This design comes from an exercise in tuning for small area and a short achievable clock period on the open sky130 flow, not from production work.
No functional check of the RTL was part of this run.
Power and IR drop assume default switching activity.

File: config.mk
export PLATFORM = sky130hd
export DESIGN_NAME = fir_gen
export DESIGN_NICKNAME = fir_gen
export VERILOG_FILES = /design/flow/design.v
export SDC_FILE = /design/flow/constraint.sdc
export NUM_CORES = 4
export LEC_CHECK = 0
export CAP_MARGIN = 20
export CORE_MARGIN = 2
export CORE_UTILIZATION = 40
export SETUP_SLACK_MARGIN = 2.5
export SLEW_MARGIN = 20
export SYNTH_HIERARCHICAL = 1
export SYNTH_MINIMUM_KEEP_SIZE = 0
File: constraint.sdc
create_clock -name core_clock -period 5.5 [get_ports {clk}]
set_input_delay 1.1000 -clock core_clock [delete_from_list [all_inputs] [get_ports {clk}]]
set_output_delay 1.1000 -clock core_clock [all_outputs]
set_load 0.01 [all_outputs]
File: design.v
module fir_gen (input clk, input reset, input Load_x,
    input signed [7:0] x_in, input signed [7:0] c_in, output signed [7:0] y_out);
reg [7:0] c0, c1, c2;
reg [3:0] xo, xt, xn;
reg [3:0] xob, xtb, xnb;
reg [15:0] a2r0;
reg [15:0] a2r1;
reg [16:0] a1r0;
reg [16:0] a1r1;
reg [2:0] yq;
reg [7:0] yg;
reg [7:0] yp;
wire [8:0] xe = {x_in, 1'b0};
wire [3:0] bo, bt, bn;
genvar gi;
generate for (gi = 0; gi < 4; gi = gi + 1) begin : rec
  assign bo[gi] = xe[2*gi+1] ^ xe[2*gi];
  assign bt[gi] = (xe[2*gi+2] & ~xe[2*gi+1] & ~xe[2*gi]) | (~xe[2*gi+2] & xe[2*gi+1] & xe[2*gi]);
  assign bn[gi] = xe[2*gi+2];
end endgenerate
wire [3:0] xon = Load_x ? bo : xo;
wire [3:0] xtn = Load_x ? bt : xt;
wire [3:0] xnn = Load_x ? bn : xn;
wire p1;
wire p2;
wire p3;
wire p4;
wire p5;
wire p6;
wire p7;
wire p8;
wire p9;
wire p10;
wire p11;
wire p12;
wire p13;
wire p14;
wire p15;
wire p16;
wire p17;
wire p18;
wire p19;
wire p20;
wire p21;
wire p22;
wire p23;
wire p24;
wire p25;
wire p26;
wire p27;
wire p28;
wire p29;
wire p30;
wire p31;
wire p32;
wire p33;
wire p34;
wire p35;
wire p36;
wire s37;
wire c38;
wire s39;
wire c40;
wire s41;
wire c42;
wire s43;
wire c44;
wire s45;
wire c46;
wire s47;
wire c48;
wire s49;
wire c50;
wire s51;
wire c52;
wire s53;
wire c54;
wire s55;
wire c56;
wire s57;
wire c58;
wire s59;
wire c60;
wire s61;
wire c62;
wire s63;
wire c64;
wire s65;
wire c66;
wire s67;
wire c68;
wire s69;
wire c70;
wire s71;
wire c72;
wire s73;
wire c74;
wire s75;
wire c76;
wire s77;
wire c78;
wire s79;
wire c80;
wire p81;
wire p82;
wire p83;
wire p84;
wire p85;
wire p86;
wire p87;
wire p88;
wire p89;
wire p90;
wire p91;
wire p92;
wire p93;
wire p94;
wire p95;
wire p96;
wire p97;
wire p98;
wire p99;
wire p100;
wire p101;
wire p102;
wire p103;
wire p104;
wire p105;
wire p106;
wire p107;
wire p108;
wire p109;
wire p110;
wire p111;
wire p112;
wire p113;
wire p114;
wire p115;
wire p116;
wire s117;
wire c118;
wire s119;
wire c120;
wire s121;
wire c122;
wire s123;
wire c124;
wire s125;
wire c126;
wire s127;
wire c128;
wire s129;
wire c130;
wire s131;
wire c132;
wire s133;
wire c134;
wire s135;
wire c136;
wire s137;
wire c138;
wire s139;
wire c140;
wire s141;
wire c142;
wire s143;
wire c144;
wire s145;
wire c146;
wire s147;
wire c148;
wire s149;
wire c150;
wire s151;
wire c152;
wire s153;
wire c154;
wire s155;
wire c156;
wire s157;
wire c158;
wire s159;
wire c160;
wire s161;
wire c162;
wire s163;
wire c164;
wire s165;
wire c166;
wire s167;
wire c168;
wire s169;
wire c170;
wire s171;
wire c172;
wire s173;
wire c174;
wire s175;
wire c176;
wire s177;
wire c178;
wire s179;
wire c180;
wire s181;
wire c182;
wire s183;
wire c184;
wire s185;
wire c186;
wire s187;
wire c188;
wire s189;
wire c190;
wire s191;
wire c192;
wire s193;
wire c194;
wire s195;
wire c196;
wire s197;
wire c198;
wire p199;
wire p200;
wire p201;
wire p202;
wire p203;
wire p204;
wire p205;
wire p206;
wire p207;
wire p208;
wire p209;
wire p210;
wire p211;
wire p212;
wire p213;
wire p214;
wire p215;
wire p216;
wire p217;
wire p218;
wire p219;
wire p220;
wire p221;
wire p222;
wire p223;
wire p224;
wire p225;
wire p226;
wire p227;
wire p228;
wire p229;
wire p230;
wire p231;
wire p232;
wire p233;
wire p234;
wire s235;
wire c236;
wire s237;
wire c238;
wire s239;
wire c240;
wire s241;
wire c242;
wire s243;
wire c244;
wire s245;
wire c246;
wire s247;
wire c248;
wire s249;
wire c250;
wire s251;
wire c252;
wire s253;
wire c254;
wire s255;
wire c256;
wire s257;
wire c258;
wire s259;
wire c260;
wire s261;
wire c262;
wire s263;
wire c264;
wire s265;
wire c266;
wire s267;
wire c268;
wire s269;
wire c270;
wire s271;
wire c272;
wire s273;
wire c274;
wire s275;
wire c276;
wire s277;
wire c278;
wire s279;
wire c280;
wire s281;
wire c282;
wire s283;
wire c284;
wire s285;
wire c286;
wire s287;
wire c288;
wire s289;
wire c290;
wire s291;
wire c292;
wire s293;
wire c294;
wire s295;
wire c296;
wire s297;
wire c298;
wire s299;
wire c300;
wire s301;
wire c302;
wire s303;
wire c304;
wire s305;
wire c306;
wire s307;
wire c308;
wire s309;
wire c310;
wire s311;
wire c312;
wire s313;
wire c314;
wire s315;
wire c316;
wire s317;
wire c318;
wire s319;
wire c320;
wire s321;
wire c322;
wire s323;
wire c324;
wire s325;
wire c326;
wire s327;
wire c328;
wire s329;
wire c330;
wire s331;
wire c332;
wire s333;
wire c334;
wire s335;
wire c336;
wire s337;
wire c338;
wire g339;
wire o340;
wire g341;
wire g342;
wire o343;
wire g344;
wire g345;
wire o346;
wire g347;
wire g348;
wire o349;
wire g350;
wire g351;
wire o352;
wire g353;
wire g354;
wire o355;
wire g356;
wire g357;
wire o358;
wire g359;
wire g360;
wire o361;
wire g362;
wire g363;
wire o364;
wire g365;
wire g366;
wire o367;
wire g368;
wire g369;
wire o370;
wire g371;
wire g372;
wire o373;
wire g374;
wire g375;
wire o376;
wire g377;
wire s378;
wire c379;
wire s380;
wire c381;
wire s382;
wire c383;
wire s384;
wire c385;
wire s386;
wire c387;
wire s388;
wire c389;
wire s390;
wire c391;
wire n392;
wire g393;
wire o394;
wire g395;
wire g396;
wire o397;
wire g398;
wire g399;
wire o400;
wire g401;
wire g402;
wire o403;
wire g404;
wire g405;
wire o406;
wire g407;
wire g408;
wire o409;
wire g410;
wire g411;
wire o412;
wire g413;
wire g414;
wire o415;
wire g416;
wire g417;
wire o418;
wire g419;
wire g420;
wire o421;
wire g422;
wire g423;
wire o424;
wire g425;
wire g426;
wire o427;
wire g428;
wire x429;
wire x430;
wire x431;
wire x432;
wire x433;
wire x434;
wire x435;
wire n436;
wire o437;
wire x438;
wire o439;
wire x440;
wire o441;
wire x442;
wire o443;
wire x444;
wire o445;
wire x446;
wire o447;
wire x448;
wire o449;
wire x450;
wire g451;
wire o452;
wire g453;
wire g454;
wire o455;
wire g456;
wire o457;
wire g458;
wire g459;
wire o460;
wire g461;
wire g462;
wire o463;
wire g464;
wire g465;
wire o466;
wire g467;
wire g468;
wire o469;
wire g470;
wire g471;
wire o472;
wire g473;
wire g474;
wire o475;
wire g476;
wire g477;
wire o478;
wire g479;
wire g480;
wire o481;
wire g482;
wire x483;
wire g484;
wire o485;
wire x486;
wire g487;
wire o488;
wire x489;
wire g490;
wire o491;
wire x492;
wire g493;
wire o494;
wire x495;
wire g496;
wire o497;
wire x498;
wire g499;
wire o500;
wire x501;
wire g502;
wire o503;
wire x504;
assign p1 = (xo[0] & c2[0]) ^ xn[0];
assign p2 = ((xo[0] & c2[1]) | (xt[0] & c2[0])) ^ xn[0];
assign p3 = ((xo[0] & c2[2]) | (xt[0] & c2[1])) ^ xn[0];
assign p4 = ((xo[0] & c2[3]) | (xt[0] & c2[2])) ^ xn[0];
assign p5 = ((xo[0] & c2[4]) | (xt[0] & c2[3])) ^ xn[0];
assign p6 = ((xo[0] & c2[5]) | (xt[0] & c2[4])) ^ xn[0];
assign p7 = ((xo[0] & c2[6]) | (xt[0] & c2[5])) ^ xn[0];
assign p8 = ((xo[0] & c2[7]) | (xt[0] & c2[6])) ^ xn[0];
assign p9 = ~(((xo[0] & c2[7]) | (xt[0] & c2[7])) ^ xn[0]);
assign p10 = (xo[1] & c2[0]) ^ xn[1];
assign p11 = ((xo[1] & c2[1]) | (xt[1] & c2[0])) ^ xn[1];
assign p12 = ((xo[1] & c2[2]) | (xt[1] & c2[1])) ^ xn[1];
assign p13 = ((xo[1] & c2[3]) | (xt[1] & c2[2])) ^ xn[1];
assign p14 = ((xo[1] & c2[4]) | (xt[1] & c2[3])) ^ xn[1];
assign p15 = ((xo[1] & c2[5]) | (xt[1] & c2[4])) ^ xn[1];
assign p16 = ((xo[1] & c2[6]) | (xt[1] & c2[5])) ^ xn[1];
assign p17 = ((xo[1] & c2[7]) | (xt[1] & c2[6])) ^ xn[1];
assign p18 = ~(((xo[1] & c2[7]) | (xt[1] & c2[7])) ^ xn[1]);
assign p19 = (xo[2] & c2[0]) ^ xn[2];
assign p20 = ((xo[2] & c2[1]) | (xt[2] & c2[0])) ^ xn[2];
assign p21 = ((xo[2] & c2[2]) | (xt[2] & c2[1])) ^ xn[2];
assign p22 = ((xo[2] & c2[3]) | (xt[2] & c2[2])) ^ xn[2];
assign p23 = ((xo[2] & c2[4]) | (xt[2] & c2[3])) ^ xn[2];
assign p24 = ((xo[2] & c2[5]) | (xt[2] & c2[4])) ^ xn[2];
assign p25 = ((xo[2] & c2[6]) | (xt[2] & c2[5])) ^ xn[2];
assign p26 = ((xo[2] & c2[7]) | (xt[2] & c2[6])) ^ xn[2];
assign p27 = ~(((xo[2] & c2[7]) | (xt[2] & c2[7])) ^ xn[2]);
assign p28 = (xo[3] & c2[0]) ^ xn[3];
assign p29 = ((xo[3] & c2[1]) | (xt[3] & c2[0])) ^ xn[3];
assign p30 = ((xo[3] & c2[2]) | (xt[3] & c2[1])) ^ xn[3];
assign p31 = ((xo[3] & c2[3]) | (xt[3] & c2[2])) ^ xn[3];
assign p32 = ((xo[3] & c2[4]) | (xt[3] & c2[3])) ^ xn[3];
assign p33 = ((xo[3] & c2[5]) | (xt[3] & c2[4])) ^ xn[3];
assign p34 = ((xo[3] & c2[6]) | (xt[3] & c2[5])) ^ xn[3];
assign p35 = ((xo[3] & c2[7]) | (xt[3] & c2[6])) ^ xn[3];
assign p36 = ~(((xo[3] & c2[7]) | (xt[3] & c2[7])) ^ xn[3]);
fa_cell us37 (.a(xn[1]), .b(p3), .c(p10), .s(s37), .co(c38));
fa_cell us39 (.a(xn[2]), .b(p5), .c(p12), .s(s39), .co(c40));
fa_cell us41 (.a(p6), .b(p13), .c(p20), .s(s41), .co(c42));
fa_cell us43 (.a(xn[3]), .b(p7), .c(p14), .s(s43), .co(c44));
fa_cell us45 (.a(p8), .b(p15), .c(p22), .s(s45), .co(c46));
assign s47 = ~(p9 ^ p16);
assign c48 = p9 | p16;
fa_cell us49 (.a(p17), .b(p24), .c(p31), .s(s49), .co(c50));
fa_cell us51 (.a(p18), .b(p25), .c(p32), .s(s51), .co(c52));
fa_cell us53 (.a(p4), .b(p11), .c(c38), .s(s53), .co(c54));
fa_cell us55 (.a(p21), .b(p28), .c(c42), .s(s55), .co(c56));
fa_cell us57 (.a(p29), .b(c44), .c(s45), .s(s57), .co(c58));
fa_cell us59 (.a(p23), .b(p30), .c(s47), .s(s59), .co(c60));
fa_cell us61 (.a(p26), .b(p33), .c(c52), .s(s61), .co(c62));
fa_cell us63 (.a(xn[0]), .b(p1), .c(xnn[0]), .s(s63), .co(c64));
fa_cell us65 (.a(p19), .b(s39), .c(xnn[2]), .s(s65), .co(c66));
fa_cell us67 (.a(s43), .b(xnn[3]), .c(s55), .s(s67), .co(c68));
fa_cell us69 (.a(c46), .b(s59), .c(c58), .s(s69), .co(c70));
fa_cell us71 (.a(c48), .b(s49), .c(c60), .s(s71), .co(c72));
fa_cell us73 (.a(p27), .b(p34), .c(c62), .s(s73), .co(c74));
fa_cell us75 (.a(c40), .b(s41), .c(c66), .s(s75), .co(c76));
fa_cell us77 (.a(c56), .b(s57), .c(c68), .s(s77), .co(c78));
fa_cell us79 (.a(c50), .b(s51), .c(c72), .s(s79), .co(c80));
assign p81 = (xo[0] & c1[0]) ^ xn[0];
assign p82 = ((xo[0] & c1[1]) | (xt[0] & c1[0])) ^ xn[0];
assign p83 = ((xo[0] & c1[2]) | (xt[0] & c1[1])) ^ xn[0];
assign p84 = ((xo[0] & c1[3]) | (xt[0] & c1[2])) ^ xn[0];
assign p85 = ((xo[0] & c1[4]) | (xt[0] & c1[3])) ^ xn[0];
assign p86 = ((xo[0] & c1[5]) | (xt[0] & c1[4])) ^ xn[0];
assign p87 = ((xo[0] & c1[6]) | (xt[0] & c1[5])) ^ xn[0];
assign p88 = ((xo[0] & c1[7]) | (xt[0] & c1[6])) ^ xn[0];
assign p89 = ~(((xo[0] & c1[7]) | (xt[0] & c1[7])) ^ xn[0]);
assign p90 = (xo[1] & c1[0]) ^ xn[1];
assign p91 = ((xo[1] & c1[1]) | (xt[1] & c1[0])) ^ xn[1];
assign p92 = ((xo[1] & c1[2]) | (xt[1] & c1[1])) ^ xn[1];
assign p93 = ((xo[1] & c1[3]) | (xt[1] & c1[2])) ^ xn[1];
assign p94 = ((xo[1] & c1[4]) | (xt[1] & c1[3])) ^ xn[1];
assign p95 = ((xo[1] & c1[5]) | (xt[1] & c1[4])) ^ xn[1];
assign p96 = ((xo[1] & c1[6]) | (xt[1] & c1[5])) ^ xn[1];
assign p97 = ((xo[1] & c1[7]) | (xt[1] & c1[6])) ^ xn[1];
assign p98 = ~(((xo[1] & c1[7]) | (xt[1] & c1[7])) ^ xn[1]);
assign p99 = (xo[2] & c1[0]) ^ xn[2];
assign p100 = ((xo[2] & c1[1]) | (xt[2] & c1[0])) ^ xn[2];
assign p101 = ((xo[2] & c1[2]) | (xt[2] & c1[1])) ^ xn[2];
assign p102 = ((xo[2] & c1[3]) | (xt[2] & c1[2])) ^ xn[2];
assign p103 = ((xo[2] & c1[4]) | (xt[2] & c1[3])) ^ xn[2];
assign p104 = ((xo[2] & c1[5]) | (xt[2] & c1[4])) ^ xn[2];
assign p105 = ((xo[2] & c1[6]) | (xt[2] & c1[5])) ^ xn[2];
assign p106 = ((xo[2] & c1[7]) | (xt[2] & c1[6])) ^ xn[2];
assign p107 = ~(((xo[2] & c1[7]) | (xt[2] & c1[7])) ^ xn[2]);
assign p108 = (xo[3] & c1[0]) ^ xn[3];
assign p109 = ((xo[3] & c1[1]) | (xt[3] & c1[0])) ^ xn[3];
assign p110 = ((xo[3] & c1[2]) | (xt[3] & c1[1])) ^ xn[3];
assign p111 = ((xo[3] & c1[3]) | (xt[3] & c1[2])) ^ xn[3];
assign p112 = ((xo[3] & c1[4]) | (xt[3] & c1[3])) ^ xn[3];
assign p113 = ((xo[3] & c1[5]) | (xt[3] & c1[4])) ^ xn[3];
assign p114 = ((xo[3] & c1[6]) | (xt[3] & c1[5])) ^ xn[3];
assign p115 = ((xo[3] & c1[7]) | (xt[3] & c1[6])) ^ xn[3];
assign p116 = ~(((xo[3] & c1[7]) | (xt[3] & c1[7])) ^ xn[3]);
ha_cell us117 (.a(a2r0[6]), .b(a2r1[6]), .s(s117), .co(c118));
ha_cell us119 (.a(a2r0[2]), .b(a2r1[2]), .s(s119), .co(c120));
fa_cell us121 (.a(a2r0[4]), .b(a2r1[4]), .c(p85), .s(s121), .co(c122));
ha_cell us123 (.a(a2r0[5]), .b(p86), .s(s123), .co(c124));
fa_cell us125 (.a(s117), .b(p87), .c(p94), .s(s125), .co(c126));
ha_cell us127 (.a(p101), .b(p108), .s(s127), .co(c128));
fa_cell us129 (.a(a2r0[7]), .b(c118), .c(p88), .s(s129), .co(c130));
fa_cell us131 (.a(p95), .b(p102), .c(p109), .s(s131), .co(c132));
fa_cell us133 (.a(a2r0[8]), .b(a2r1[8]), .c(p89), .s(s133), .co(c134));
fa_cell us135 (.a(p96), .b(p103), .c(p110), .s(s135), .co(c136));
fa_cell us137 (.a(a2r0[9]), .b(a2r1[9]), .c(p97), .s(s137), .co(c138));
ha_cell us139 (.a(p104), .b(p111), .s(s139), .co(c140));
fa_cell us141 (.a(a2r0[10]), .b(p98), .c(p105), .s(s141), .co(c142));
ha_cell us143 (.a(a2r0[11]), .b(a2r1[11]), .s(s143), .co(c144));
ha_cell us145 (.a(s119), .b(p83), .s(s145), .co(c146));
fa_cell us147 (.a(a2r0[3]), .b(c120), .c(p84), .s(s147), .co(c148));
fa_cell us149 (.a(p92), .b(p99), .c(s121), .s(s149), .co(c150));
fa_cell us151 (.a(p93), .b(p100), .c(s123), .s(s151), .co(c152));
fa_cell us153 (.a(c124), .b(s127), .c(s125), .s(s153), .co(c154));
fa_cell us155 (.a(c128), .b(c126), .c(s129), .s(s155), .co(c156));
fa_cell us157 (.a(c130), .b(c132), .c(s133), .s(s157), .co(c158));
fa_cell us159 (.a(s139), .b(c134), .c(c136), .s(s159), .co(c160));
fa_cell us161 (.a(p112), .b(c140), .c(c138), .s(s161), .co(c162));
fa_cell us163 (.a(s143), .b(p106), .c(p113), .s(s163), .co(c164));
fa_cell us165 (.a(a2r0[12]), .b(c144), .c(p107), .s(s165), .co(c166));
ha_cell us167 (.a(a2r0[13]), .b(a2r1[13]), .s(s167), .co(c168));
ha_cell us169 (.a(a2r0[0]), .b(p81), .s(s169), .co(c170));
fa_cell us171 (.a(a2r0[1]), .b(a2r1[1]), .c(p82), .s(s171), .co(c172));
fa_cell us173 (.a(p90), .b(s145), .c(xnn[1]), .s(s173), .co(c174));
fa_cell us175 (.a(p91), .b(c146), .c(s147), .s(s175), .co(c176));
fa_cell us177 (.a(c148), .b(xnn[2]), .c(s149), .s(s177), .co(c178));
fa_cell us179 (.a(c122), .b(s151), .c(c150), .s(s179), .co(c180));
fa_cell us181 (.a(xnn[3]), .b(c152), .c(s153), .s(s181), .co(c182));
fa_cell us183 (.a(s131), .b(c154), .c(s155), .s(s183), .co(c184));
fa_cell us185 (.a(s135), .b(c156), .c(s157), .s(s185), .co(c186));
fa_cell us187 (.a(s137), .b(c158), .c(s159), .s(s187), .co(c188));
fa_cell us189 (.a(s141), .b(c160), .c(s161), .s(s189), .co(c190));
fa_cell us191 (.a(c142), .b(s163), .c(c162), .s(s191), .co(c192));
fa_cell us193 (.a(p114), .b(c164), .c(s165), .s(s193), .co(c194));
fa_cell us195 (.a(s167), .b(p115), .c(c166), .s(s195), .co(c196));
fa_cell us197 (.a(a2r0[14]), .b(c168), .c(p116), .s(s197), .co(c198));
assign p199 = (~xob[0] & c0[0]) ^ ~xnb[0];
assign p200 = ((~xob[0] & c0[1]) | (~xtb[0] & c0[0])) ^ ~xnb[0];
assign p201 = ((~xob[0] & c0[2]) | (~xtb[0] & c0[1])) ^ ~xnb[0];
assign p202 = ((~xob[0] & c0[3]) | (~xtb[0] & c0[2])) ^ ~xnb[0];
assign p203 = ((~xob[0] & c0[4]) | (~xtb[0] & c0[3])) ^ ~xnb[0];
assign p204 = ((~xob[0] & c0[5]) | (~xtb[0] & c0[4])) ^ ~xnb[0];
assign p205 = ((~xob[0] & c0[6]) | (~xtb[0] & c0[5])) ^ ~xnb[0];
assign p206 = ((~xob[0] & c0[7]) | (~xtb[0] & c0[6])) ^ ~xnb[0];
assign p207 = ~(((~xob[0] & c0[7]) | (~xtb[0] & c0[7])) ^ ~xnb[0]);
assign p208 = (~xob[1] & c0[0]) ^ ~xnb[1];
assign p209 = ((~xob[1] & c0[1]) | (~xtb[1] & c0[0])) ^ ~xnb[1];
assign p210 = ((~xob[1] & c0[2]) | (~xtb[1] & c0[1])) ^ ~xnb[1];
assign p211 = ((~xob[1] & c0[3]) | (~xtb[1] & c0[2])) ^ ~xnb[1];
assign p212 = ((~xob[1] & c0[4]) | (~xtb[1] & c0[3])) ^ ~xnb[1];
assign p213 = ((~xob[1] & c0[5]) | (~xtb[1] & c0[4])) ^ ~xnb[1];
assign p214 = ((~xob[1] & c0[6]) | (~xtb[1] & c0[5])) ^ ~xnb[1];
assign p215 = ((~xob[1] & c0[7]) | (~xtb[1] & c0[6])) ^ ~xnb[1];
assign p216 = ~(((~xob[1] & c0[7]) | (~xtb[1] & c0[7])) ^ ~xnb[1]);
assign p217 = (~xob[2] & c0[0]) ^ ~xnb[2];
assign p218 = ((~xob[2] & c0[1]) | (~xtb[2] & c0[0])) ^ ~xnb[2];
assign p219 = ((~xob[2] & c0[2]) | (~xtb[2] & c0[1])) ^ ~xnb[2];
assign p220 = ((~xob[2] & c0[3]) | (~xtb[2] & c0[2])) ^ ~xnb[2];
assign p221 = ((~xob[2] & c0[4]) | (~xtb[2] & c0[3])) ^ ~xnb[2];
assign p222 = ((~xob[2] & c0[5]) | (~xtb[2] & c0[4])) ^ ~xnb[2];
assign p223 = ((~xob[2] & c0[6]) | (~xtb[2] & c0[5])) ^ ~xnb[2];
assign p224 = ((~xob[2] & c0[7]) | (~xtb[2] & c0[6])) ^ ~xnb[2];
assign p225 = ~(((~xob[2] & c0[7]) | (~xtb[2] & c0[7])) ^ ~xnb[2]);
assign p226 = (~xob[3] & c0[0]) ^ ~xnb[3];
assign p227 = ((~xob[3] & c0[1]) | (~xtb[3] & c0[0])) ^ ~xnb[3];
assign p228 = ((~xob[3] & c0[2]) | (~xtb[3] & c0[1])) ^ ~xnb[3];
assign p229 = ((~xob[3] & c0[3]) | (~xtb[3] & c0[2])) ^ ~xnb[3];
assign p230 = ((~xob[3] & c0[4]) | (~xtb[3] & c0[3])) ^ ~xnb[3];
assign p231 = ((~xob[3] & c0[5]) | (~xtb[3] & c0[4])) ^ ~xnb[3];
assign p232 = ((~xob[3] & c0[6]) | (~xtb[3] & c0[5])) ^ ~xnb[3];
assign p233 = ((~xob[3] & c0[7]) | (~xtb[3] & c0[6])) ^ ~xnb[3];
assign p234 = ~(((~xob[3] & c0[7]) | (~xtb[3] & c0[7])) ^ ~xnb[3]);
ha_cell us235 (.a(a1r0[4]), .b(a1r1[4]), .s(s235), .co(c236));
fa_cell us237 (.a(a1r0[5]), .b(a1r1[5]), .c(p204), .s(s237), .co(c238));
fa_cell us239 (.a(a1r0[6]), .b(a1r1[6]), .c(p205), .s(s239), .co(c240));
ha_cell us241 (.a(p212), .b(p219), .s(s241), .co(c242));
fa_cell us243 (.a(a1r0[7]), .b(a1r1[7]), .c(p206), .s(s243), .co(c244));
fa_cell us245 (.a(p213), .b(p220), .c(p227), .s(s245), .co(c246));
fa_cell us247 (.a(a1r0[8]), .b(a1r1[8]), .c(p207), .s(s247), .co(c248));
fa_cell us249 (.a(p214), .b(p221), .c(p228), .s(s249), .co(c250));
fa_cell us251 (.a(a1r0[9]), .b(a1r1[9]), .c(p215), .s(s251), .co(c252));
ha_cell us253 (.a(p222), .b(p229), .s(s253), .co(c254));
fa_cell us255 (.a(a1r0[10]), .b(a1r1[10]), .c(p216), .s(s255), .co(c256));
ha_cell us257 (.a(p223), .b(p230), .s(s257), .co(c258));
fa_cell us259 (.a(a1r0[11]), .b(a1r1[11]), .c(p224), .s(s259), .co(c260));
ha_cell us261 (.a(a1r0[12]), .b(a1r1[12]), .s(s261), .co(c262));
ha_cell us263 (.a(a1r0[2]), .b(a1r1[2]), .s(s263), .co(c264));
fa_cell us265 (.a(a1r0[3]), .b(a1r1[3]), .c(p202), .s(s265), .co(c266));
fa_cell us267 (.a(s235), .b(p203), .c(p210), .s(s267), .co(c268));
fa_cell us269 (.a(c236), .b(p211), .c(p218), .s(s269), .co(c270));
fa_cell us271 (.a(p226), .b(s241), .c(c238), .s(s271), .co(c272));
fa_cell us273 (.a(c242), .b(c240), .c(s243), .s(s273), .co(c274));
fa_cell us275 (.a(c244), .b(c246), .c(s247), .s(s275), .co(c276));
fa_cell us277 (.a(s253), .b(c248), .c(c250), .s(s277), .co(c278));
fa_cell us279 (.a(c254), .b(s257), .c(c252), .s(s279), .co(c280));
fa_cell us281 (.a(p231), .b(c258), .c(c256), .s(s281), .co(c282));
fa_cell us283 (.a(s261), .b(p225), .c(p232), .s(s283), .co(c284));
fa_cell us285 (.a(a1r0[13]), .b(a1r1[13]), .c(c262), .s(s285), .co(c286));
ha_cell us287 (.a(a1r0[14]), .b(a1r1[14]), .s(s287), .co(c288));
ha_cell us289 (.a(a1r0[0]), .b(a1r1[0]), .s(s289), .co(c290));
fa_cell us291 (.a(a1r0[1]), .b(a1r1[1]), .c(p200), .s(s291), .co(c292));
fa_cell us293 (.a(s263), .b(p201), .c(p208), .s(s293), .co(c294));
fa_cell us295 (.a(c264), .b(p209), .c(s265), .s(s295), .co(c296));
fa_cell us297 (.a(p217), .b(c266), .c(s267), .s(s297), .co(c298));
fa_cell us299 (.a(c268), .b(s237), .c(s269), .s(s299), .co(c300));
fa_cell us301 (.a(c270), .b(s239), .c(s271), .s(s301), .co(c302));
fa_cell us303 (.a(s245), .b(c272), .c(s273), .s(s303), .co(c304));
fa_cell us305 (.a(s249), .b(c274), .c(s275), .s(s305), .co(c306));
fa_cell us307 (.a(s251), .b(c276), .c(s277), .s(s307), .co(c308));
fa_cell us309 (.a(s255), .b(c278), .c(s279), .s(s309), .co(c310));
fa_cell us311 (.a(s259), .b(c280), .c(s281), .s(s311), .co(c312));
fa_cell us313 (.a(c260), .b(s283), .c(c282), .s(s313), .co(c314));
fa_cell us315 (.a(p233), .b(s285), .c(c284), .s(s315), .co(c316));
fa_cell us317 (.a(s287), .b(p234), .c(c286), .s(s317), .co(c318));
ha_cell us319 (.a(a1r0[15]), .b(c288), .s(s319), .co(c320));
ha_cell us321 (.a(p199), .b(s289), .s(s321), .co(c322));
ha_cell us323 (.a(c290), .b(s291), .s(s323), .co(c324));
ha_cell us325 (.a(c292), .b(s293), .s(s325), .co(c326));
ha_cell us327 (.a(c294), .b(s295), .s(s327), .co(c328));
ha_cell us329 (.a(c296), .b(s297), .s(s329), .co(c330));
ha_cell us331 (.a(c298), .b(s299), .s(s331), .co(c332));
ha_cell us333 (.a(c300), .b(s301), .s(s333), .co(c334));
ha_cell us335 (.a(c302), .b(s303), .s(s335), .co(c336));
ha_cell us337 (.a(c304), .b(s305), .s(s337), .co(c338));
assign g339 = s323 & c322;
assign o340 = c324 | g339;
assign g341 = s323 & s321;
assign g342 = s327 & c326;
assign o343 = c328 | g342;
assign g344 = s327 & s325;
assign g345 = s331 & c330;
assign o346 = c332 | g345;
assign g347 = s331 & s329;
assign g348 = s335 & c334;
assign o349 = c336 | g348;
assign g350 = s335 & s333;
assign g351 = s325 & o340;
assign o352 = c326 | g351;
assign g353 = s325 & g341;
assign g354 = g344 & o340;
assign o355 = o343 | g354;
assign g356 = g344 & g341;
assign g357 = s333 & o346;
assign o358 = c334 | g357;
assign g359 = s333 & g347;
assign g360 = g350 & o346;
assign o361 = o349 | g360;
assign g362 = g350 & g347;
assign g363 = s329 & o355;
assign o364 = c330 | g363;
assign g365 = s329 & g356;
assign g366 = g347 & o355;
assign o367 = o346 | g366;
assign g368 = g347 & g356;
assign g369 = g359 & o355;
assign o370 = o358 | g369;
assign g371 = g359 & g356;
assign g372 = g362 & o355;
assign o373 = o361 | g372;
assign g374 = g362 & g356;
assign g375 = s337 & o373;
assign o376 = c338 | g375;
assign g377 = s337 & g374;
ha_cell us378 (.a(c306), .b(s307), .s(s378), .co(c379));
ha_cell us380 (.a(c308), .b(s309), .s(s380), .co(c381));
ha_cell us382 (.a(c310), .b(s311), .s(s382), .co(c383));
ha_cell us384 (.a(c312), .b(s313), .s(s384), .co(c385));
ha_cell us386 (.a(c314), .b(s315), .s(s386), .co(c387));
ha_cell us388 (.a(c316), .b(s317), .s(s388), .co(c389));
ha_cell us390 (.a(c318), .b(s319), .s(s390), .co(c391));
assign n392 = ~c320;
assign g393 = s380 & c379;
assign o394 = c381 | g393;
assign g395 = s380 & s378;
assign g396 = s384 & c383;
assign o397 = c385 | g396;
assign g398 = s384 & s382;
assign g399 = s388 & c387;
assign o400 = c389 | g399;
assign g401 = s388 & s386;
assign g402 = n392 & c391;
assign o403 = c320 | g402;
assign g404 = n392 & s390;
assign g405 = s382 & o394;
assign o406 = c383 | g405;
assign g407 = s382 & g395;
assign g408 = g398 & o394;
assign o409 = o397 | g408;
assign g410 = g398 & g395;
assign g411 = s390 & o400;
assign o412 = c391 | g411;
assign g413 = s390 & g401;
assign g414 = g404 & o400;
assign o415 = o403 | g414;
assign g416 = g404 & g401;
assign g417 = s386 & o409;
assign o418 = c387 | g417;
assign g419 = s386 & g410;
assign g420 = g401 & o409;
assign o421 = o400 | g420;
assign g422 = g401 & g410;
assign g423 = g413 & o409;
assign o424 = o412 | g423;
assign g425 = g413 & g410;
assign g426 = g416 & o409;
assign o427 = o415 | g426;
assign g428 = g416 & g410;
assign x429 = s380 ^ c379;
assign x430 = s382 ^ o394;
assign x431 = s384 ^ o406;
assign x432 = s386 ^ o409;
assign x433 = s388 ^ o418;
assign x434 = s390 ^ o421;
assign x435 = n392 ^ o424;
assign n436 = ~s378;
assign o437 = c379 | s378;
assign x438 = s380 ^ o437;
assign o439 = o394 | g395;
assign x440 = s382 ^ o439;
assign o441 = o406 | g407;
assign x442 = s384 ^ o441;
assign o443 = o409 | g410;
assign x444 = s386 ^ o443;
assign o445 = o418 | g419;
assign x446 = s388 ^ o445;
assign o447 = o421 | g422;
assign x448 = s390 ^ o447;
assign o449 = o424 | g425;
assign x450 = n392 ^ o449;
assign g451 = s337 & c336;
assign o452 = c338 | g451;
assign g453 = s337 & s335;
assign g454 = yq[2] & yq[0];
assign o455 = yq[1] | g454;
assign g456 = yp[1] & yg[0];
assign o457 = yg[1] | g456;
assign g458 = yp[1] & yp[0];
assign g459 = yp[3] & yg[2];
assign o460 = yg[3] | g459;
assign g461 = yp[3] & yp[2];
assign g462 = yp[5] & yg[4];
assign o463 = yg[5] | g462;
assign g464 = yp[5] & yp[4];
assign g465 = yp[2] & o457;
assign o466 = yg[2] | g465;
assign g467 = yp[2] & g458;
assign g468 = g461 & o457;
assign o469 = o460 | g468;
assign g470 = g461 & g458;
assign g471 = yp[6] & o463;
assign o472 = yg[6] | g471;
assign g473 = yp[6] & g464;
assign g474 = yp[4] & o469;
assign o475 = yg[4] | g474;
assign g476 = yp[4] & g470;
assign g477 = g464 & o469;
assign o478 = o463 | g477;
assign g479 = g464 & g470;
assign g480 = g473 & o469;
assign o481 = o472 | g480;
assign g482 = g473 & g470;
assign x483 = yp[0] ^ o455;
assign g484 = yp[0] & o455;
assign o485 = yg[0] | g484;
assign x486 = yp[1] ^ o485;
assign g487 = g458 & o455;
assign o488 = o457 | g487;
assign x489 = yp[2] ^ o488;
assign g490 = g467 & o455;
assign o491 = o466 | g490;
assign x492 = yp[3] ^ o491;
assign g493 = g470 & o455;
assign o494 = o469 | g493;
assign x495 = yp[4] ^ o494;
assign g496 = g476 & o455;
assign o497 = o475 | g496;
assign x498 = yp[5] ^ o497;
assign g499 = g479 & o455;
assign o500 = o478 | g499;
assign x501 = yp[6] ^ o500;
assign g502 = g482 & o455;
assign o503 = o481 | g502;
assign x504 = yp[7] ^ o503;
always @(posedge clk or posedge reset)
  if (reset) begin
    xo <= 4'd0; xt <= 4'd0; xn <= 4'd0; xob <= 4'hf; xtb <= 4'hf; xnb <= 4'hf; c0 <= 8'd0; c1 <= 8'd0; c2 <= 8'd0;
    a2r0 <= 16'd22016; a2r1 <= 16'd0; a1r0 <= 17'd43776; a1r1 <= 17'd0; yq <= 3'd0; yg <= 8'd0; yp <= 8'd0;
  end else begin
    xo <= xon; xt <= xtn; xn <= xnn;
    xob <= ~xon; xtb <= ~xtn; xnb <= ~xnn;
    if (!Load_x) begin c2 <= c_in; c1 <= c2; c0 <= c1; end
    a2r0 <= {1'b0,p36,p35,s73,c80,s79,s71,c78,s77,c76,s75,c54,s53,s37,p2,s63};
    a2r1 <= {1'b0,1'b0,c74,1'b0,s61,1'b0,c70,s69,1'b0,s67,1'b0,s65,1'b0,xnn[1],c64,1'b0};
    a1r0 <= {1'b0,c198,c196,c194,c192,c190,c188,c186,c184,c182,c180,c178,c176,c174,c172,c170,xnn[0]};
    a1r1 <= {1'b0,1'b0,s197,s195,s193,s191,s189,s187,s185,s183,s181,s179,s177,s175,s173,s171,s169};
    yq <= {g453,o452,o370};
    yg <= {1'b0,c391,c389,c387,c385,c383,c381,c379};
    yp <= {n392,s390,s388,s386,s384,s382,s380,s378};
  end
assign y_out = {x504,x501,x498,x495,x492,x489,x486,x483};
endmodule
module fa_cell (input a, input b, input c, output s, output co);
assign {co, s} = a + b + c;
endmodule
module ha_cell (input a, input b, output s, output co);
assign {co, s} = a + b;
endmodule
File: flow/run.sh
#!/bin/bash
# Own layout flow: the standard flow (standard.sh), with two changes after synthesis:
#  - the input and output port buffers are buf_1 cells (buffer_ports -buffer_cell)
#  - clock tree synthesis without dummy loads
# Each step's full output goes to its own log file in this folder.
set -euo pipefail
bash standard.sh synth > synth.log 2>&1
export BUFFER_PORTS_ARGS="-buffer_cell sky130_fd_sc_hd__buf_1"
export CTS_ARGS="-sink_clustering_enable -repair_clock_nets -dont_use_dummy_load"
bash standard.sh floorplan > floorplan.log 2>&1
bash standard.sh place > place.log 2>&1
bash standard.sh cts > cts.log 2>&1
bash standard.sh route > route.log 2>&1
bash standard.sh finish > finish.log 2>&1
test -f out/final.def
File: standard.sh
#!/bin/bash
# synth_recipe.tcl (not shown) runs the flow's synth.tcl, then flattens the netlist and writes it again
# the make line also repeats each setting of config.mk as NAME=value (left out here)
make -C /OpenROAD-flow-scripts/flow DESIGN_CONFIG=/design/flow/config.mk WORK_HOME=/design/flow/orfs CLKGATE_MAP_FILE= SYNTH_SCRIPT=/design/flow/synth_recipe.tcl "${@:-finish}"
==> impl_metrics.py <==
metrics = {
    "final_layout": {
        "diodes": 0,
        "sequential_cell_area_mm2": 0.00299,
        "area_growth_syn_to_layout_pct": 8.77,
        "layout-drive-gt1-share_pct": 14.3,
        "multi_input_comb_area_mm2": 0.00466,
        "design.final.nets": 779,
        "postLayoutCellArea_mm2": 0.00866,
        "layout.filler_cells": 1834,
        "post_layout_nonfiller_instances": 900,
    },
    "floorplan": {
        "die_area_mm2": 0.0211,
        "starting_density_of_the_core_pct": 40.8,
        "floorplan.rows": 51,
        "core_area_mm2": 0.0195,
        "floorplan.die.width_um": 145,
        "floorplan.die.height_um": 145,
        "top_level_ports": 27,
    },
    "setup_path": {
        "end_kind": "output pin",
        "timing_worst_setup_path_type": "flop to output pin",
        "path_max_fanout": 5,
        "cp_cell_sequence": "a21oi_4 > nor3_4 > or4_4 > o311ai_4 > buf_2",
        "timing.critical_path.from_type": "flop",
        "max_stage_delay_ps": 530,
        "cp_data_required_time_ps": 4400,
        "cp.arrival_ps": 1880,
        "cp_slowest_cell": "or4_4",
    },
    "drt": {
        "final_antenna_net_count": 0,
        "drtIter0Drc": 331,
        "via_count": 4816,
        "routed_vias_inst": 5.35,
        "routed_wire_length_per_instance_um": 17.9,
        "drc": 0,
        "totalWireLength_um": 16100,
        "detail_route.first_pass.iterations": 5,
    },
    "pwr": {
        "internal_power_mw": 3.29,
        "power-per-cell-area_mw_per_mm2": 623,
        "power.leakage_nw": 3.51,
        "switching_share_pct": 39.1,
        "worst_vdd_rail_ir_drop_v": 0.000255,
        "register_share_of_total_power_pct": 29.3,
        "combPwrFrac_pct": 54.9,
        "power.switching_mw": 2.11,
        "power_frac_clock_pct": 15.8,
    },
    "run_status": {
        "run_status": "timing/DRC/antenna clean",
    },
    "global_routing": {
        "grt_pass1_wl_um": 27200,
        "maximum_number_of_pins_on_one_net_before_global_route_repair": 65,
        "grt_overflow_total": 0,
        "total_routing_usage_reported_by_global_routing_pct": 16.2,
        "vias_in_the_first_global_route": 5321,
        "antenna_violations_before_repair": 0,
    },
    "synthesis": {
        "seq_area_frac_synth_pct": 37.4,
        "synth_cell_types": 36,
        "synthesis.area_mm2": 0.00797,
        "yosys.cell_count.top_type": "xnor2_1",
        "synth_area_per_cell_um2": 12.2,
        "yosys_warnings": 7,
        "synth_top_cells_by_area": "dfrtp_1 30%, fa_1 22%, xnor2_1 12%",
        "synth_area_leader_cell": "dfrtp_1",
        "synthFlopType": "dfrtp_1",
        "post_synth_most_frequent_cells": "107 x xnor2_1, 97 x dfrtp_1, 87 x fa_1, 56 x a22oi_1, 39 x clkbuf_1",
        "synth-edff-count": 0,
        "yosys_register_bits": 118,
        "synth_cells": 651,
        "postSynthNetCount": 793,
        "asyncSetResetFlopFracSynth_pct": 100,
        "post-synth-top-area-fraction_pct": 30.5,
    },
    "clocking": {
        "cts_buffers": 17,
        "tritoncts_num_sinks": 118,
        "clock_root_cell": "clkbuf_16",
        "cts_tree": "done",
        "clk_path_buf_depth": 2,
        "clk_pin_slew_worst_paths_ps": 50,
        "insertion_delay_of_the_later_clocked_pin_in_the_worst_skew_pair_ps": 410,
        "htree_levels": 4,
    },
    "place": {
        "placed_cells": 881,
        "place.port_buffers": 26,
        "placed_cell_area_mm2": 0.00814,
        "place_hpwl_um": 11700,
        "placer_congestion_estimate": 0.870,
    },
    "worst_hold_path": {
        "timing.hold.worst.class": "flop to flop",
    },
    "sta": {
        "rsz0062_at_grt": "yes",
        "final_hold_viol_count": 0,
        "final.min_clock_period_ps": 2980,
        "max_freq_mhz": 336,
        "finClkSkew_ps": 19.1,
        "slew-limit-headroom_pct": 24.6,
        "final-max-slew-violation-count": 0,
        "final_setup_violations": 0,
        "final_min_period_over_clock_period_pct": 54.1,
        "final.setup.tns_ps": 0,
        "fin_worst_hold_slack_ps": 487,
        "tightest_slew_ps": 1130,
    },
    "flow_run": {
        "maxCapViolations": 0,
    },
}
-- area by class of cell --
| type | instances | share of cell area (%) |
|---|---|---|
| Clock buffer | 17 | 4.91 |
| Sequential cell | 118 | 34.5 |
| Inverter | 27 | 1.21 |
| Timing Repair Buffer | 32 | 1.72 |
| Multi-Input combinational cell | 441 | 53.8 |
| Tap cell | 265 | 3.83 |
-- final timing paths --
path / start / to / slack, ps / depth (start not counted)
max: yq[2] / y_out[7] / 2520 / 5
min: a2r0[0] / a1r1[0] / 490 / 1
max reg2reg: c0[7] / yq[2] / 2590 / 8
min reg2reg: a2r0[0] / a1r1[0] / 490 / 1
max in group asynchronous: reset / xt[2] / 3550 / 3
min in group asynchronous: reset / a1r1[2] / 750 / 2
-- flip-flops by register name, indices dropped and copies added, names as in the netlist --
name,cells
a1r0,15
a1r1,15
a2r0,15
a2r1,7
c0,8
c1,8
c2,8
xn,4
xnb,4
xo,4
xob,4
xt,4
xtb,4
yg,7
yp,8
yq,3
-- power groups by stage --
stage / clock [mW] / combinational, mW / sequential (mW)
final: 0.852 / 2.97 / 1.58
after global routing: 0.916 / 3.51 / 1.62
after CTS: 0.877 / 3.04 / 1.58
after detailed placement: 0 / 2.95 / 1.59
after global placement: 0 / 2.84 / 1.57
after floorplan: 0 / 2.42 / 1.41
-- cells in the final DEF, fill, tap and decap left out, drive strengths merged, types with 2 or more instances in the layout --
master | netlist | final
a311oi | 2 | 2
nand2 | 21 | 21
a22oi | 56 | 56
dfstp | 21 | 21
a21oi | 14 | 14
o22ai | 28 | 28
mux2 | 27 | 27
inv | 27 | 26
or4 | 2 | 2
nor3 | 5 | 5
xnor2 | 107 | 107
fa | 87 | 87
ha | 36 | 36
xor2 | 8 | 8
a21o | 7 | 7
o21ai | 10 | 10
nor2b | 2 | 2
mux2i | 2 | 2
dfrtp | 97 | 97
buf | 26 | 31
clkbuf | 39 | 18
nor2 | 15 | 15
nor3b | 2 | 2
-- routing by layer --
layer | wire [µm] | track usage [%] | vias to the layer above
li1 | - | - | 2144
met1 | 7070 | 21.0 | 2509
met2 | 8030 | 26.7 | 132
met3 | 687 | 3.90 | 31
met4 | 334 | 6.03 | 0
met5 | 0 | 0 | -
-- modules after synthesis, one instance, submodules excluded --
module   cells inside  flops+latches  cell area (µm²)  times used
ha_cell             1              0             12.5          34
fa_cell             1              0             20.0          87
fir_gen           530            118             5800           1
-- worst max-delay path, delay by kind of cell, from the launching register on --
family                 cells  cell delay, ps
and+or+nand+nor            2             610
AOI/OAI and AO/OA          2             310
DFF                        1             390
buffers and inverters      1             170
-- stage by stage --
step | power [mW] | setup WS, ps | utilization (%)
after detailed placement | 4.54 | 2070 | 41.7
after global routing | 6.04 | 2450 | 44.4
after global placement | 4.42 | 2180 | 41.7
final | 5.40 | 2520 | 44.4
after CTS | 5.50 | 2470 | 44.3
after floorplan | 3.83 | 2510 | -
-- cell families (layout without fill, tap and decap cells) --
family,count (synthesis),count (layout),share of synthesized area [%]
mux,29,29,4.07
xor+xnor,115,115,12.6
compound gates,122,122,10.6
simple gates,52,52,2.92
buf+inv,92,76,4.89
flops,118,118,37.4
fa+ha+maj,123,123,27.5
-- timing repair --
item	in CTS	in global routing
endpoints found under the setup margin	4	4
resized for setup	16	4
pin swaps	3	1
hold buffers	0	0
buffers inserted	2	0
cloned	0	0

[afterwards: timing with drivers on the ports]
How much do the figures lean on ideal ports? The routed layout below was timed once more, with nothing changed but the port constraints.
Step 1 assumes that a clkbuf_16 drives the clock port and a buf_2 every other input.
Step 2 adds t to the input delays and takes it off the output delays; t is the mean of the earliest and latest rising clock arrival at the registers after step 1. Input paths then give back, and output paths get back, about the clock's delay inside the block.
Three values: no drivers, after step 1, after step 2; two values: the first two.
shift t [ns]: 0.444
slack for setup (ns): 2.522 / 2.482 / 2.380
latest minus earliest clock arrival (ns): 0.020 / 0.020
worst slew at a driven data input, ns: 0.04
pins driven straight from the clock port: 1
After both steps this run still meets setup and hold. The setup slack of this run moves by -0.040 ns with the drivers and by -0.142 ns with both steps.
